This is an optimization exercise on Yosys and OpenROAD, whose aim is a short achievable clock period and few clock cycles, not a production implementation.
Only simulation tests tie the RTL to the original design; equivalence was not proved.

==> flow/flow/run.sh <==
#!/bin/bash
# Standard ORFS layout (the standard.sh: its synthesis, floorplan, power
# grid, placement, CTS and routing), with three changes to how the timing
# repair works; the clock, the SDC and the design are the design's:
#  - the repair aims for a larger setup margin, so it sizes for speed;
#  - sizing may swap cells of different footprints;
#  - the port buffers are buf_4 cells instead of delay buffers.
set -euo pipefail
export SETUP_SLACK_MARGIN=${FLOW_SETUP_MARGIN:-11}
bash standard.sh MATCH_CELL_FOOTPRINT=0 \
  "BUFFER_PORTS_ARGS=-inputs -outputs -buffer_cell sky130_fd_sc_hd__buf_4" \
  finish > standard.log 2>&1
==> flow/standard.sh <==
#!/bin/bash
# synth_recipe.tcl (not shown) runs the flow's synth.tcl, then flattens the netlist and writes it again
# the make line also repeats each setting of config.mk as NAME=value (left out here)
make -C /OpenROAD-flow-scripts/flow DESIGN_CONFIG=/design/flow/config.mk WORK_HOME=/design/flow/orfs CLKGATE_MAP_FILE= SYNTH_SCRIPT=/design/flow/synth_recipe.tcl "${@:-finish}"
==> flow/config.mk <==
export PLATFORM = sky130hd
export DESIGN_NAME = CPU
export DESIGN_NICKNAME = CPU
export VERILOG_FILES = /design/flow/design.v
export SDC_FILE = /design/flow/constraint.sdc
export NUM_CORES = 4
export LEC_CHECK = 0
export CAP_MARGIN = 20
export CORE_MARGIN = 2
export CORE_UTILIZATION = 40
export SLEW_MARGIN = 20
==> flow/constraint.sdc <==
create_clock -name core_clock -period 14.0 [get_ports {CLK}]
set_input_delay 2.8000 -clock core_clock [delete_from_list [all_inputs] [get_ports {CLK}]]
set_output_delay 2.8000 -clock core_clock [all_outputs]
set_load 0.01 [all_outputs]
==> flow/design.v <==
module ALU (
   input  [15:0] A,
   input  [15:0] B,
   input  [15:0] FS,
   input         CIN,
   output [15:0] R,
   output        S,
   output        C,
   output        V
   );
   wire [15:0] X  = ({16{FS[3]}} & B) | ({16{FS[4]}} & ~B) | {16{FS[2]}};
   wire        ci = FS[1] | (FS[3] & CIN) | (FS[4] & ~CIN);
   wire [15:0] g0 = A & X;
   wire [15:0] p0 = A ^ X;
   wire [16:0] gi = {g0, ci};             
   wire [16:0] pi = {p0, 1'b0};
   wire [16:0] g1, p1, g2, p2, g3, p3, g4, p4, g5;
   genvar i;
   generate for (i = 0; i < 17; i = i + 1) begin : pf
      if (i >= 1)  begin : l1a assign g1[i] = gi[i] | (pi[i] & gi[i-1]);  assign p1[i] = pi[i] & pi[i-1]; end
      else         begin : l1b assign g1[i] = gi[i]; assign p1[i] = pi[i]; end
      if (i >= 2)  begin : l2a assign g2[i] = g1[i] | (p1[i] & g1[i-2]);  assign p2[i] = p1[i] & p1[i-2]; end
      else         begin : l2b assign g2[i] = g1[i]; assign p2[i] = p1[i]; end
      if (i >= 4)  begin : l3a assign g3[i] = g2[i] | (p2[i] & g2[i-4]);  assign p3[i] = p2[i] & p2[i-4]; end
      else         begin : l3b assign g3[i] = g2[i]; assign p3[i] = p2[i]; end
      if (i >= 8)  begin : l4a assign g4[i] = g3[i] | (p3[i] & g3[i-8]);  assign p4[i] = p3[i] & p3[i-8]; end
      else         begin : l4b assign g4[i] = g3[i]; assign p4[i] = p3[i]; end
      if (i >= 16) begin : l5a assign g5[i] = g4[i] | (p4[i] & g4[i-16]); end
      else         begin : l5b assign g5[i] = g4[i]; end
   end endgenerate
   wire [15:0] carry = g5[15:0];          
   wire        cout  = g5[16];
   wire [15:0] sum   = p0 ^ carry;
   wire        add_c = cout ^ (FS[2] | FS[4]);    
   wire        add_v = (A[15] == X[15]) & (sum[15] != A[15]);
   wire        arith = FS[1] | FS[2] | FS[3] | FS[4];
   assign R = ({16{FS[0]}}  & A)
            | ({16{arith}}  & sum)
            | ({16{FS[5]}}  & (A & B))
            | ({16{FS[6]}}  & (A | B))
            | ({16{FS[7]}}  & (A ^ B))
            | ({16{FS[8]}}  & ~A)
            | ({16{FS[9]}}  & {A[14:0], 1'b0})
            | ({16{FS[10]}} & {1'b0, A[15:1]})
            | ({16{FS[11]}} & ((&A) ? 16'h0000 : {A[15], A[15:1]}))
            | ({16{FS[12]}} & {A[14:0], CIN})
            | ({16{FS[13]}} & {CIN, A[15:1]})
            | ({16{FS[14]}} & {A[7:0], A[15:8]})
            | ({16{FS[15]}} & B);
   assign S = R[15];
   assign C = (arith & add_c)
            | ((FS[9] | FS[12]) & A[15])
            | ((FS[10] | FS[11] | FS[13]) & A[0]);
   assign V = (arith & add_v)
            | ((FS[9] | FS[12]) & (A[15] ^ A[14]))
            | (FS[10] & A[15])
            | (FS[13] & (A[15] ^ CIN));
endmodule
module REGFILE (
   input             CLK,
   input             RST,
   input      [6:1]  W1SEL,
   input      [15:0] W1DATA,
   input      [6:1]  W2SEL,
   input      [15:0] W2DATA,
   input      [7:1]  ASEL,
   input      [7:1]  BSEL,
   input      [15:0] PC,
   output reg [15:0] ABUS,
   output reg [15:0] BBUS
   );
   reg [15:0] R [1:6];
   integer i;
   always @(posedge CLK or negedge RST)
     if (!RST) begin
        for (i = 1; i < 7; i = i + 1) R[i] <= 16'h0000;
     end else begin
        for (i = 1; i < 7; i = i + 1)
          if (W1SEL[i])      R[i] <= W1DATA;
          else if (W2SEL[i]) R[i] <= W2DATA;
     end
   always @(*) begin
      ABUS = {16{ASEL[7]}} & PC;
      BBUS = {16{BSEL[7]}} & PC;
      for (i = 1; i < 7; i = i + 1) begin
         ABUS = ABUS | ({16{ASEL[i]}} & R[i]);
         BBUS = BBUS | ({16{BSEL[i]}} & R[i]);
      end
   end
endmodule
module DECODE (
   input  [15:0] W,
   output [7:1]  ASEL,    
   output [7:1]  BSEL,
   output [6:1]  DSEL
   );
   genvar i;
   generate for (i = 1; i < 8; i = i + 1) begin : g
      assign ASEL[i] = (W[8:6] == i);
      assign BSEL[i] = (W[5:3] == i);
      if (i < 7) begin : gd
         assign DSEL[i] = (W[2:0] == i);
      end
   end endgenerate
endmodule
module CLASSIFY (
   input  [6:0] OP,
   output       ALU,     
   output       LDI,     
   output       LD,      
   output       ST,      
   output       BR,      
   output       HALT,    
   output [15:0] FS      
   );
   genvar f;
   generate for (f = 0; f < 16; f = f + 1) begin : gf
      assign FS[f] = (OP == f + 1);
   end endgenerate
   assign ALU  = (OP >= 7'd1) && (OP <= 7'd16);
   assign LDI  = (OP == 7'd17);
   assign LD   = (OP == 7'd18);
   assign ST   = (OP == 7'd19);
   assign BR   = (OP >= 7'd20) && (OP <= 7'd30);
   assign HALT = (OP == 7'd127);
endmodule
module CPU (
   input  [15:0] DATA_I,
   output [15:0] DATA_O,
   output [15:0] ADDR,
   output        RD,
   output        WR,
   input         CLK,
   input         RST
   );
   localparam N  = 4;                 
   localparam NB = 4;                 
   localparam NC = 32;                
   localparam EW = 16 + 7 + 7 + 6 + 6 + 16 + 16 + 1 + 1 + 16 + 2;
   assign RD = 1'b1;
   reg [15:0] ADDR_R, DOUT_R;
   reg        WR_R;
   reg        PF;                     
   reg        CF;                     
   reg        DSRC;                   
   reg [15:0] CDR;                    
   reg [15:0] DA;                     
   reg        PL;                     
   reg [6:1]  PLD;                    
   reg        DV;                     
   reg        LW;                     
   reg [6:1]  LWD;                    
   reg [15:0] FA;                     
   reg [15:0] NXT;                    
   reg [15:0] D_PC1;                  
   reg        D_PR, D_PT;             
   reg [15:0] D_ALT;                  
   reg [1:0]  D_IX;                   
   reg [2:0]  QV;                     
   reg [EW-1:0] Q [0:N-1];
   reg [15:0] RES;                    
   reg        S, C, V;
   reg        BV  [0:NB-1];
   reg [15:0] BTAG[0:NB-1];
   reg [15:0] BTGT[0:NB-1];
   reg        BPT [0:NB-1];
   reg [1:0]  BRP;                    
   reg        CV  [0:NC-1];
   reg [10:0] CTAG[0:NC-1];
   reg [15:0] CDAT[0:NC-1];
   assign ADDR   = ADDR_R;
   assign DATA_O = DOUT_R;
   assign WR     = WR_R;
   wire Z = (RES == 16'h0000);
   wire [15:0] IW, F0, P0, ALT0, W1, P1;
   wire [7:1]  A0, B0;
   wire [6:1]  D0;
   wire [5:0]  K0;
   wire        PR0, PT0, PR1;
   wire [1:0]  IX0;
   assign {IW, A0, B0, D0, K0, F0, P0, PR0, PT0, ALT0, IX0} = Q[0];
   assign W1  = Q[1][EW-1 -: 16];
   assign P1  = Q[1][2+16+1+1 +: 16];
   assign PR1 = Q[1][2+16+1];
   wire        HAVE = (QV != 3'd0);
   wire        I_ALU = K0[0], I_LDI = K0[1], I_LD = K0[2],
               I_ST = K0[3], I_BR = K0[4], I_HALT = K0[5];
   wire        bad_head = HAVE & PR0 & ~I_BR;    
   wire        pbr      = PR0 & I_BR;            
   wire        need_imm = I_LDI | (I_BR & ~PR0);
   wire        imm_q    = (QV >= 3'd2);          
   wire        imm_ok   = imm_q | DV;
   wire [15:0] DIN      = DSRC ? CDR : DATA_I;       
   wire [15:0] IMM      = imm_q ? W1 : DIN;
   wire        IMM_PR   = imm_q ? PR1 : D_PR;
   wire [15:0] IMM_P1   = imm_q ? P1 : D_PC1;
   wire [6:1]  pend     = ({6{PL}} & PLD) | ({6{LW}} & LWD);
   wire        hazard   = |((A0[6:1] | B0[6:1] | D0) & pend);
   wire        go       = HAVE & ~I_HALT & ~bad_head & ~hazard &
                          (~need_imm | imm_ok) & ~(I_LDI & ~imm_q & LW);
   wire        halted   = HAVE & I_HALT & ~PR0;
   wire [15:0] ABUS, BBUS, FOUT;
   wire        SOUT, COUT, VOUT;
   wire        w1  = go & (I_ALU | (I_LDI & imm_q));
   wire [15:0] w1d = I_LDI ? W1 : FOUT;
   wire [6:1]  w2sel = LW ? LWD : ({6{go & I_LDI & ~imm_q}} & D0);
   REGFILE REGFILE1 (.CLK(CLK), .RST(RST),
                     .W1SEL({6{w1}} & D0), .W1DATA(w1d),
                     .W2SEL(w2sel), .W2DATA((DSRC & ~LW) ? CDR : DATA_I),
                     .ASEL(A0), .BSEL(B0), .PC(P0),
                     .ABUS(ABUS), .BBUS(BBUS));
   ALU ALU1 (.A(ABUS), .B(BBUS), .FS(F0), .CIN(C),
             .R(FOUT), .S(SOUT), .C(COUT), .V(VOUT));
   reg cond;
   always @(*)
     case (IW[13:9])
       5'd20:   cond = 1'b1;
       5'd21:   cond = C;
       5'd22:   cond = ~C;
       5'd23:   cond = Z;
       5'd24:   cond = ~Z;
       5'd25:   cond = S;
       5'd26:   cond = ~S;
       5'd27:   cond = V;
       5'd28:   cond = ~V;
       5'd29:   cond = S ^ V;
       5'd30:   cond = (S == V) & ~Z;
       default: cond = 1'b0;
     endcase
   wire taken_u  = go & I_BR & ~PR0 & cond;           
   wire mis_p    = go & pbr & (cond != PT0);          
   wire bad_imm  = go & need_imm & IMM_PR & ~taken_u;  
   wire redirect = taken_u | mis_p | bad_imm | bad_head;
   wire [15:0] rtarget = taken_u ? IMM : mis_p ? ALT0 : bad_imm ? IMM_P1
                                                     : P0 - 16'd1;
   wire memop    = go & (I_LD | I_ST);
   wire [1:0] used = ~go ? 2'd0 : need_imm ? 2'd2 : 2'd1;
   wire [2:0]  qv_next = redirect ? 3'd0 : QV + {2'b0, DV} - {1'b0, used};
   wire [7:1]  d_asel, d_bsel;
   wire [6:1]  d_dsel;
   wire [5:0]  d_cls;
   wire [15:0] d_fs;
   DECODE DECODE1 (.W(DIN), .ASEL(d_asel), .BSEL(d_bsel), .DSEL(d_dsel));
   CLASSIFY CLASSIFY1 (.OP(DIN[15:9]), .ALU(d_cls[0]), .LDI(d_cls[1]),
                       .LD(d_cls[2]), .ST(d_cls[3]), .BR(d_cls[4]),
                       .HALT(d_cls[5]), .FS(d_fs));
   wire [EW-1:0] d_entry = {DIN, d_asel, d_bsel, d_dsel, d_cls, d_fs,
                            D_PC1, D_PR, D_PT, D_ALT, D_IX};
   reg [EW-1:0] shq [0:N-1];
   reg          tak [0:N-1];
   integer j;
   always @(*)
     for (j = 0; j < N; j = j + 1) begin
        shq[j] = Q[j];
        if (used == 2'd1 && j + 1 < N) shq[j] = Q[j+1];
        if (used == 2'd2 && j + 2 < N) shq[j] = Q[j+2];
        tak[j] = ({1'b0, j[2:0]} + {2'b0, used}) >= {1'b0, QV};
     end
   wire [3:0] occ = {1'b0, QV} + {3'b0, DV} + {3'b0, PF | CF};
   wire fetch = ~halted & ((occ < N) | ((occ < N + 1) & go) |
                           ((occ < N + 2) & go & need_imm));
   wire [15:0] fa_inc = FA + 16'd1;
   wire [15:0] fa_2   = FA + 16'd2;
   reg        hit, hpt;
   reg [15:0] htgt;
   reg [1:0]  hix;
   integer k;
   always @(*) begin
      hit = 1'b0; hpt = 1'b0; htgt = 16'h0000; hix = 2'd0;
      for (k = 0; k < NB; k = k + 1)
        if (BV[k] && BTAG[k] == FA) begin
           hit = 1'b1; hpt = hpt | BPT[k]; htgt = htgt | BTGT[k];
           hix = hix | k[1:0];
        end
   end
   wire [15:0] succ_new = ~hit ? fa_inc : hpt ? htgt : fa_2;
   wire        chit     = CF & CV[FA[4:0]] & (CTAG[FA[4:0]] == FA[15:5]);
   wire        fetched  = PF | chit;
   wire [15:0] succ     = fetched ? succ_new : CF ? FA : NXT;
   always @(posedge CLK or negedge RST)
     if (!RST) begin
        ADDR_R <= 16'h0000; DOUT_R <= 16'h0000; WR_R <= 1'b0;
        PF <= 1'b1; CF <= 1'b0; DSRC <= 1'b0; CDR <= 16'h0000; DA <= 16'h0000;
        PL <= 1'b0; PLD <= 6'd0; DV <= 1'b0; LW <= 1'b0; LWD <= 6'd0;
        FA <= 16'h0000; NXT <= 16'h0000;
        D_PC1 <= 16'h0000; D_PR <= 1'b0; D_PT <= 1'b0; D_ALT <= 16'h0000; D_IX <= 2'd0;
        QV <= 3'd0;
        for (j = 0; j < N; j = j + 1) Q[j] <= {EW{1'b0}};
        RES <= 16'h0001; S <= 1'b0; C <= 1'b0; V <= 1'b0;
        for (k = 0; k < NB; k = k + 1) begin
           BV[k] <= 1'b0; BTAG[k] <= 16'h0000; BTGT[k] <= 16'h0000; BPT[k] <= 1'b0;
        end
        BRP <= 2'd0;
        for (k = 0; k < NC; k = k + 1) begin
           CV[k] <= 1'b0; CTAG[k] <= 11'd0; CDAT[k] <= 16'h0000;
        end
     end else begin
        DV  <= fetched & ~redirect;
        DSRC <= chit;
        CDR  <= CDAT[FA[4:0]];
        LW  <= PL;
        LWD <= PLD;
        DOUT_R <= BBUS;
        WR_R   <= memop & I_ST;
        PL     <= memop & I_LD;
        PLD    <= D0;
        if (memop) begin
           ADDR_R <= ABUS; PF <= 1'b0; CF <= fetch;
           if (fetch) FA <= succ;
        end else if (redirect) begin
           ADDR_R <= rtarget; FA <= rtarget; PF <= 1'b1; CF <= 1'b0;
        end else if (fetch) begin
           ADDR_R <= succ; FA <= succ; PF <= 1'b1; CF <= 1'b0;
        end else begin
           PF <= 1'b0; CF <= 1'b0;
        end
        if (fetched) begin
           NXT <= succ_new; DA <= FA;
           D_PC1 <= fa_inc; D_PR <= hit; D_PT <= hpt;
           D_ALT <= hpt ? fa_2 : htgt; D_IX <= hix;
        end
        QV <= qv_next;
        for (j = 0; j < N; j = j + 1)
           Q[j] <= tak[j] ? d_entry : shq[j];
        if (DV & ~DSRC) begin
           CV[DA[4:0]] <= 1'b1; CTAG[DA[4:0]] <= DA[15:5]; CDAT[DA[4:0]] <= DATA_I;
        end
        if (memop & I_ST) CV[ABUS[4:0]] <= 1'b0;
        if (go & I_ALU) begin
           RES <= FOUT; S <= SOUT; C <= COUT; V <= VOUT;
        end
        if (go & I_BR & ~PR0) begin
           BV[BRP] <= 1'b1; BTAG[BRP] <= P0 - 16'd1; BTGT[BRP] <= IMM;
           BPT[BRP] <= cond; BRP <= BRP + 2'd1;
        end else if (go & pbr)
           BPT[IX0] <= cond;
        else if (bad_head)
           BV[IX0] <= 1'b0;
     end
endmodule
==> impl_metrics.ini <==
[sta]
finalMaxSlewViolations = 0
max_freq_ghz = 0.211
setup_violations = 0
fin_tns_setup_ns = 0
fin_crit_sh_pct = 33.8
hold_slack_ns = 0.385
fin_crit_ns = 4.73
max_slew_margin_pct = 18.3
tightest_slew_ns = 1.22
finClkSkew_ns = 0.0557
rsz0062_at_grt = yes
worst_slack_ns = 9.27
hold_violations = 0

[layout]
area_growth_pct = 29.9
drive_gt1_share_pct = 36.2
final-instance-count-excl-fill = 10982
nNetsFinal = 8253

[placed_design]
placed_cells = 10109
preCtsSetupSlack_ns = 7.57
port_buffers = 50
gp_congestion = 0.944
dpl.hpwl_um = 189000

[clocking]
clockBufferDepth = 3
h-tree-depth = 4
cts_sinks = 1667
cts_made_buffers = 181
clkTransAtPathRegs_ns = 0.06
cts_tree = done
clkLatencyLatePin_ns = 0.88
cts_hold_buf = 0
root_buffer = clkbuf_16

[critical_path]
crit_fanout = 8
cp.required_ns = 14.72
cp-end-kind = register
path_class = register to register
startpoint_type = register
critPathArrivalTime_ns = 5.46

[yosys]
yosys.cell_count.top_type = dfrtp_1
ys.flop_type = dfrtp_1
syn-num-nets = 7947
ys_seq_area_share_pct = 51.1
syn-cell-area_um2 = 81700
async_reset_ff_share_pct = 100
synthCells = 7850
yosys_warnings = 13
synth-edff-count = 0
synth_top_area_share_pct = 51.0
ys_ff_latch = 1667
yosys.area.top_type = dfrtp_1
ys_types = 92
syn_area_per_cell_um2 = 10.4
synth_area_leaders = dfrtp_1 (51%), mux2_2 (13%), nand2_1 (5.5%)
yosys-top-cells-count = dfrtp_1 (1665), nand2_1 (1189), mux2_2 (955)

[global_route]
overflow = 0
grtUsageMet2_pct = 48.8
grt_max_degree = 86
grt_pass1_vias = 69190
grtUsageMet3_pct = 8.56
use_met1_pct = 43.2
grt-busiest-layer = met2
grt_pass1_wl_um = 507000
antenna_found_initial = 6
grtUsageTotal_pct = 33.1

[floorplanning]
io_pins = 52
rows = 165
die_w_um = 456
dieArea_um2 = 208000
design.core.area_um2 = 203000
start_util_pct = 40.3
fp.dieH_um = 456

[drt]
totalWireLength_um = 363000
wire_per_inst_um = 33.0
drc = 0
drt_first_pass_iters = 8
initialDrtViolationCount = 10071
viasPerCell = 6.56
ant_nets = 0
num_vias = 71995

[job]
maxCapViolCount = 0

[outcome]
outcome = no timing/DRC/antenna violations

[hold_path]
hp-class = register to register
==> through the flow <==
step                util (%)  instance area, µm²
CTS                     50.6              102000
finish                  52.4              106000
global placement        43.0               87000
floorplan                  -               84900
global route            52.4              106000
detailed placement      43.0               87000
==> worst paths after layout <==
kind | startpoint | endpoint | slack (ns) | cells past startpoint
setup / recovery | FA[1] | ADDR_R[2] | 9.27 | 19
hold / removal | PLD[2] | LWD[2] | 0.39 | 0
setup reg to reg | FA[1] | ADDR_R[2] | 9.27 | 19
hold reg to reg | PLD[2] | LWD[2] | 0.39 | 0
max in group asynchronous | RST | CDAT[4][7] | 11.09 | 3
min in group asynchronous | RST | Q[2][50] | 1.79 | 1
==> what timing repair did <==
action	CTS	global route
buffers inserted	286	68
resized for setup	942	639
pin swaps	208	289
setup endpoints to repair	2838	1595
cloned	151	31
==> layout make-up <==
type                       instances  area [µm²]
clock buffer                     271        5310
fill                           16941       96400
timing repair buffer             767       10700
clock inverter                    61         855
sequential                      1667       41800
multi-input combinational       5429       43700
antenna                            5        12.5
inverter                         108         462
timing repair inverter             2        22.5
tap                             2672        3340
==> state kept, by name, indices dropped and copies added, names as in the netlist, 6 cells and up <==
register and flops:
CDAT 512, DA 16, CV 32, PLD 6, Q 365, RES 15, ADDR_R 16, REGFILE1.R 96
D_PC1 16, NXT 16, DOUT_R 16, CDR 16, LWD 6, BTGT 64, CTAG 352, BTAG 64
D_ALT 16, FA 16
==> metal layers <==
| metal | up-vias | share of wire (%) |
|---|---|---|
| li1 | 29056 | - |
| met1 | 36454 | 37 |
| met2 | 5061 | 43 |
| met3 | 1422 | 12 |
| met4 | 2 | 7.8 |
| met5 | - | 0.0030 |
==> cells by family after synthesis <==
| group | count (synthesis) | share of synthesized area, % |
|---|---|---|
| AO/OA/AOI/OAI | 1894 | 15.2 |
| AND/OR/NAND/NOR | 2206 | 12.1 |
| other | 1 | 0.00459 |
| adder cells (fa/ha/maj) | 79 | 1.24 |
| buffers and inverters | 766 | 3.72 |
| flip-flops | 1667 | 51.1 |
| XOR/XNOR | 121 | 1.30 |
| multiplexers | 1116 | 15.4 |
==> cells in the final DEF (no fill, tap or decap), types with 76 or more instances in the layout <==
cell          n
a21oi_1     351
a222oi_1     90
a22oi_1     265
buf_12       96
buf_4       297
buf_6       185
clkbuf_16   291
dfrtp_1    1622
inv_1        90
mux2_2      640
mux2_4      338
mux2i_1      98
nand2_1     984
nand2_2     126
nand3_1     227
nor2_1      217
nor2_4       76
o211ai_1    198
o21ai_0      89
o21ai_1     227
o21ai_2     162
xnor2_1      93
==> worst max-delay path, cell delays in order, from the launching register on <==
cell and delay [ns]:
dfrtp_1 0.39, buf_12 0.15, ha_4 0.16, buf_12 0.14
and3_4 0.20, ha_4 0.23, buf_4 0.16, a22oi_1 0.22
o31ai_1 0.15, a2111oi_2 0.42, nand4_1 0.31, o211ai_1 0.20
o2111ai_1 0.16, or3_4 0.37, o41a_4 0.39, buf_4 0.17
buf_12 0.14, clkbuf_16 0.17, o211a_1 0.15, o311ai_1 0.28
Testbench counts, summed over its fixed seeds: cycles 31,501.

static timing again, ports no longer ideal:
No port has a modelled driver above. Below, the same layout with a new extraction and two added sets of constraints. Step 1, drivers: a clkbuf_16 drives CLK and a buf_2 each remaining input, both assumed. Step 2 moves the port delays by t, midway between the first and last clock arrival at a register: inputs arrive t later, outputs are due t later. That takes back most of the time a late clock gives input paths. Slacks: ideal ports / drivers / drivers and shift; pairs: ideal ports / drivers.
t (ns): 0.942
slack for setup (ns): 9.268 / 9.268 / 9.268
worst setup path at the end: register to register
latest minus earliest clock arrival (ns): 0.057 / 0.057
pins driven straight from the clock port: 1
After both steps this run still meets setup and hold. For this run, drivers alone change the setup slack by 0.000 ns; drivers and shift together by 0.000 ns.
